Context: an optimization exercise on an open-source flow, tuned for small area. The choices shown serve that exercise and are no tape-out recipe. Only simulation tests tie the RTL to the original design; equivalence was not proved. No driver is modelled on the clock port, so clocking that relies on it looks cheaper here than on a real chip. Power and IR drop assume default switching activity.

==> delta: inputs <==
Design maindsp48a1, start of the top module:
module maindsp48a1 (
  input [17:0] A, B, D,
  input [47:0] C,
  input [17:0] BCIN,
  input [47:0] PCIN,
  input [7:0] OPMODE,
  input clk, CARRYIN,
  input RSTA, RSTB, RSTC, RSTCARRYIN, RSTD, RSTM, RSTOPMODE, RSTP,
  input CEA, CEB, CEM, CEP, CEC, CED, CECARRYIN, CEOPMODE,
  output [47:0] P,
  output [35:0] M,
  output CARRYOUT, CARRYOUTF,
  output [17:0] BCOUT,
  output [47:0] PCOUT
);
Settings: LEC_CHECK=0, CAP_MARGIN=20, CORE_MARGIN=2, CORE_UTILIZATION=40, GPL_TIMING_DRIVEN=0, SLEW_MARGIN=20, SYNTH_HIERARCHICAL=1; clock period 7.0 ns.
standard.sh (not shown) runs the stock make flow with config.mk's settings and CLKGATE_MAP_FILE= SYNTH_SCRIPT=/design/flow/synth_recipe.tcl, a recipe that flattens the netlist after the stock synthesis.
==> flow/flow/run.sh <==
#!/bin/bash
# Own layout flow: the standard flow (standard.sh) with these changes:
#  - after synthesis (the standard Yosys run, unchanged), every combinational
#    cell that Yosys/ABC mapped to a drive strength above 1 is set back to the
#    smallest cell of its family (downsize.tcl); repair_design/repair_timing
#    upsize again where timing needs it;
#  - the port buffers that buffer_ports adds are buf_1 cells;
#  - CTS adds no dummy loads, and leaf clock buffers are clkbuf_8 where the
#    clock slew at their flip-flops allows (clkdown.tcl).
# ORFS writes each step's full log under orfs/logs; make's output goes to
# standard.log here.
set -uo pipefail
export POST_SYNTH_TCL="$PWD/flow/downsize.tcl"
export POST_CTS_TCL="$PWD/flow/clkdown.tcl"
export BUFFER_PORTS_ARGS="-buffer_cell sky130_fd_sc_hd__buf_1"
export CTS_ARGS="-sink_clustering_enable -repair_clock_nets -dont_use_dummy_load"
bash standard.sh > standard.log 2>&1
rc=$?
cp -r orfs/logs ./orfs_logs 2>/dev/null
exit $rc
Other scripts of this flow, unchanged in this note and not shown: flow/flow/clkdown.tcl, flow/flow/downsize.tcl
==> fjord: changes against delta <==
Settings changed: GPL_TIMING_DRIVEN 0 to unset.
==> juniper: changes against delta <==
--- a/flow/flow/run.sh
+++ b/flow/flow/run.sh
@@ -7,5 +7,6 @@
 #  - the port buffers that buffer_ports adds are buf_1 cells;
 #  - CTS adds no dummy loads, and leaf clock buffers are clkbuf_8 where the
-#    clock slew at their flip-flops allows (clkdown.tcl).
+#    clock slew at their flip-flops allows (clkdown.tcl);
+#  - timing-driven global placement does not keep its buffering (GPL_KEEP_OVERFLOW=0).
 # ORFS writes each step's full log under orfs/logs; make's output goes to
 # standard.log here.
@@ -14,4 +15,5 @@
 export POST_CTS_TCL="$PWD/flow/clkdown.tcl"
 export BUFFER_PORTS_ARGS="-buffer_cell sky130_fd_sc_hd__buf_1"
+export GPL_KEEP_OVERFLOW=0
 export CTS_ARGS="-sink_clustering_enable -repair_clock_nets -dont_use_dummy_load"
 bash standard.sh > standard.log 2>&1
Settings changed: GPL_TIMING_DRIVEN 0 to unset.
==> qor summary <==
Run status: delta no timing/DRC/antenna violations; fjord no timing/DRC/antenna violations; juniper no timing/DRC/antenna violations
Fraction of power consumed by combinational cells: delta 0.671; fjord 0.681; juniper 0.673
Power dissipated in the clock network: delta 0.675 mW; fjord 0.650 mW; juniper 0.651 mW
Via count of the first global-routing pass: delta 15230; fjord 15400; juniper 15480
Minimum setup slack among reg-to-reg paths: delta 0.26 ns; fjord 0.35 ns; juniper 0.22 ns
Buffers & Inverters on Critical Path: delta 3; fjord 6; juniper 3
End point of the most critical hold path: delta c_q[36]; fjord c_q[24]; juniper c_q[16]
Fillcell total: delta 3948; fjord 4100; juniper 4047
Logic depth of the worst setup path including buffers: delta 24; fjord 24; juniper 23
Multi-input gate share of the layout cell area: delta 0.6336; fjord 0.6467; juniper 0.6476
Register Area: delta 0.003956 mm²; fjord 0.003928 mm²; juniper 0.003956 mm²
Final net count: delta 2424; fjord 2406; juniper 2372
Reported sequential group power: delta 1.48 mW; fjord 1.41 mW; juniper 1.48 mW
Critical path endpoint: delta p_q[38]; fjord p_q[34]; juniper p_q[38]
Post-place setup slack: delta -0.7982 ns; fjord -0.006813 ns; juniper -0.9142 ns
Master of the slowest instance on the critical path: delta sky130_fd_sc_hd__fa_1; fjord sky130_fd_sc_hd__fa_1; juniper sky130_fd_sc_hd__and2_2
Overall power consumption: delta 6.551 mW; fjord 6.448 mW; juniper 6.500 mW
Worst setup path startpoint: delta opr_q[0]; fjord PCIN[0]; juniper opr_q[2]
RSZ-0062 raised after global routing: delta -; fjord false; juniper true
Multi-input gate area: delta 0.01268 mm²; fjord 0.01247 mm²; juniper 0.01271 mm²
Dpl hpwl: delta 41.53 mm; fjord 41.19 mm; juniper 41.46 mm
Delay of the slowest cell on the worst path: delta 0.44 ns; fjord 0.45 ns; juniper 0.50 ns

========
==> inputs of run a <==
maindsp48a1, a different RTL version from the one above (not shown whole).
==> flow/config.mk <==
export PLATFORM = sky130hd
export DESIGN_NAME = maindsp48a1
export DESIGN_NICKNAME = maindsp48a1
export VERILOG_FILES = /design/flow/design.v
export SDC_FILE = /design/flow/constraint.sdc
export NUM_CORES = 4
export LEC_CHECK = 0
export CAP_MARGIN = 5
export CORE_MARGIN = 2
export CORE_UTILIZATION = 40
export SLEW_MARGIN = 5
export SYNTH_HIERARCHICAL = 1
==> flow/constraint.sdc <==
create_clock -name core_clock -period 7.0 [get_ports {clk}]
set_input_delay 1.4000 -clock core_clock [delete_from_list [all_inputs] [get_ports {clk}]]
set_output_delay 1.4000 -clock core_clock [all_outputs]
set_load 0.01 [all_outputs]
==> flow/flow/run.sh <==
#!/bin/bash
# Own layout flow: the standard flow (standard.sh) with two changes:
#  - after synthesis (the standard Yosys run, unchanged), every combinational
#    cell that Yosys/ABC mapped to a drive strength above 1 is set back to the
#    smallest cell of its family (downsize.tcl); repair_design/repair_timing
#    upsize again where timing needs it;
#  - the port buffers that buffer_ports adds are buf_1 cells.
# Each tool's output goes to the ORFS logs under orfs/logs plus standard.log here.
set -uo pipefail
export POST_SYNTH_TCL="$PWD/flow/downsize.tcl"
export BUFFER_PORTS_ARGS="-buffer_cell sky130_fd_sc_hd__buf_1"
bash standard.sh > standard.log 2>&1
rc=$?
cp -r orfs/logs ./orfs_logs 2>/dev/null
exit $rc
==> flow/flow/downsize.tcl <==
# Set each combinational cell to the smallest drive strength of its family.
set db [ord::get_db]
set block [ord::get_db_block]
set n 0
foreach inst [$block getInsts] {
  set m [$inst getMaster]
  set name [$m getName]
  if {![regexp {^(sky130_fd_sc_hd__[a-z0-9]+)_([0-9]+)$} $name -> base sz]} { continue }
  if {[regexp {__(e?s?df|dl|buf|clkbuf|clkinv|conb|tap|fill|decap|diode)} $base]} { continue }
  set best $m
  set barea [expr {[$m getWidth] * [$m getHeight]}]
  foreach s {1 0} {
    set c [$db findMaster ${base}_$s]
    if {$c eq "NULL" || $c eq ""} { continue }
    set a [expr {[$c getWidth] * [$c getHeight]}]
    if {$a < $barea} { set best $c; set barea $a }
  }
  if {$best ne $m} {
    $inst swapMaster $best
    incr n
  }
}
puts "downsize.tcl: $n cells set to a smaller drive strength"
==> run b (differences from run a) <==
- CAP_MARGIN: 5 -> 20
- CORE_UTILIZATION: 40 -> 50
- SLEW_MARGIN: 5 -> 20
==> run c (differences from run a) <==
--- a/flow/flow/run.sh
+++ b/flow/flow/run.sh
@@ -11,2 +11,3 @@
 export BUFFER_PORTS_ARGS="-buffer_cell sky130_fd_sc_hd__buf_1"
+export CTS_ARGS="-sink_clustering_enable -repair_clock_nets -dont_use_dummy_load -sink_buffer_max_cap_derate 0.03"
 bash standard.sh > standard.log 2>&1
- CAP_MARGIN: 5 -> 20
- SLEW_MARGIN: 5 -> 20
==> summary of the runs <==
Run c produced a clean layout. Run a ran to the end with no violations. Run b ran to the end with no violations. Against run a, the non-clock buffer count of run c is higher by 1. Area after synthesis is the same in run b and run c. Setup slack, highest first: run b, run a, run c. Final area: run a > run b > run c. The lowest routed wire length belongs to run b, the highest to run c. Clock skew, highest first: run c, run b, run a.

what the ideal ports hide:
How much do the figures lean on ideal ports? The routed layouts below were timed once more, with nothing changed but the port constraints. Step 1, drivers: a clkbuf_16 drives clk and a buf_2 each remaining input, both assumed. Step 2 adds t to the input delays and takes it off the output delays; t is the mean of the earliest and latest rising clock arrival at the registers after step 1. Input paths then give back, and output paths get back, about the clock's delay inside the block. Slacks: no drivers / after step 1 / after step 2; pairs: no drivers / after step 1.
run	t, ns	slack for setup (ns)	latest minus earliest clock arrival (ns)	slew at the worst register clock pin (ns)	worst data-port slew with drivers (ns)
delta	0.506	0.258 / 0.258 / -0.170	0.033 / 0.033	0.10 / 0.10	0.08
fjord	0.492	0.306 / 0.335 / -0.157	0.034 / 0.034	0.11 / 0.11	0.06
juniper	0.491	0.215 / 0.215 / -0.011	0.052 / 0.052	0.10 / 0.10	0.05
run a	0.522	0.344 / 0.354 / -0.150	0.017 / 0.018	0.09 / 0.09	0.06
run b	0.508	0.373 / 0.390 / -0.103	0.018 / 0.019	0.08 / 0.08	0.07
run c	0.648	0.342 / 0.342 / -0.150	0.036 / 0.036	0.10 / 0.10	0.05
Met with ideal ports but missed after step 2: setup timing in every run listed. The setup slack of run a, which loses most, moves by +0.010 ns with the drivers and by -0.494 ns with both steps.
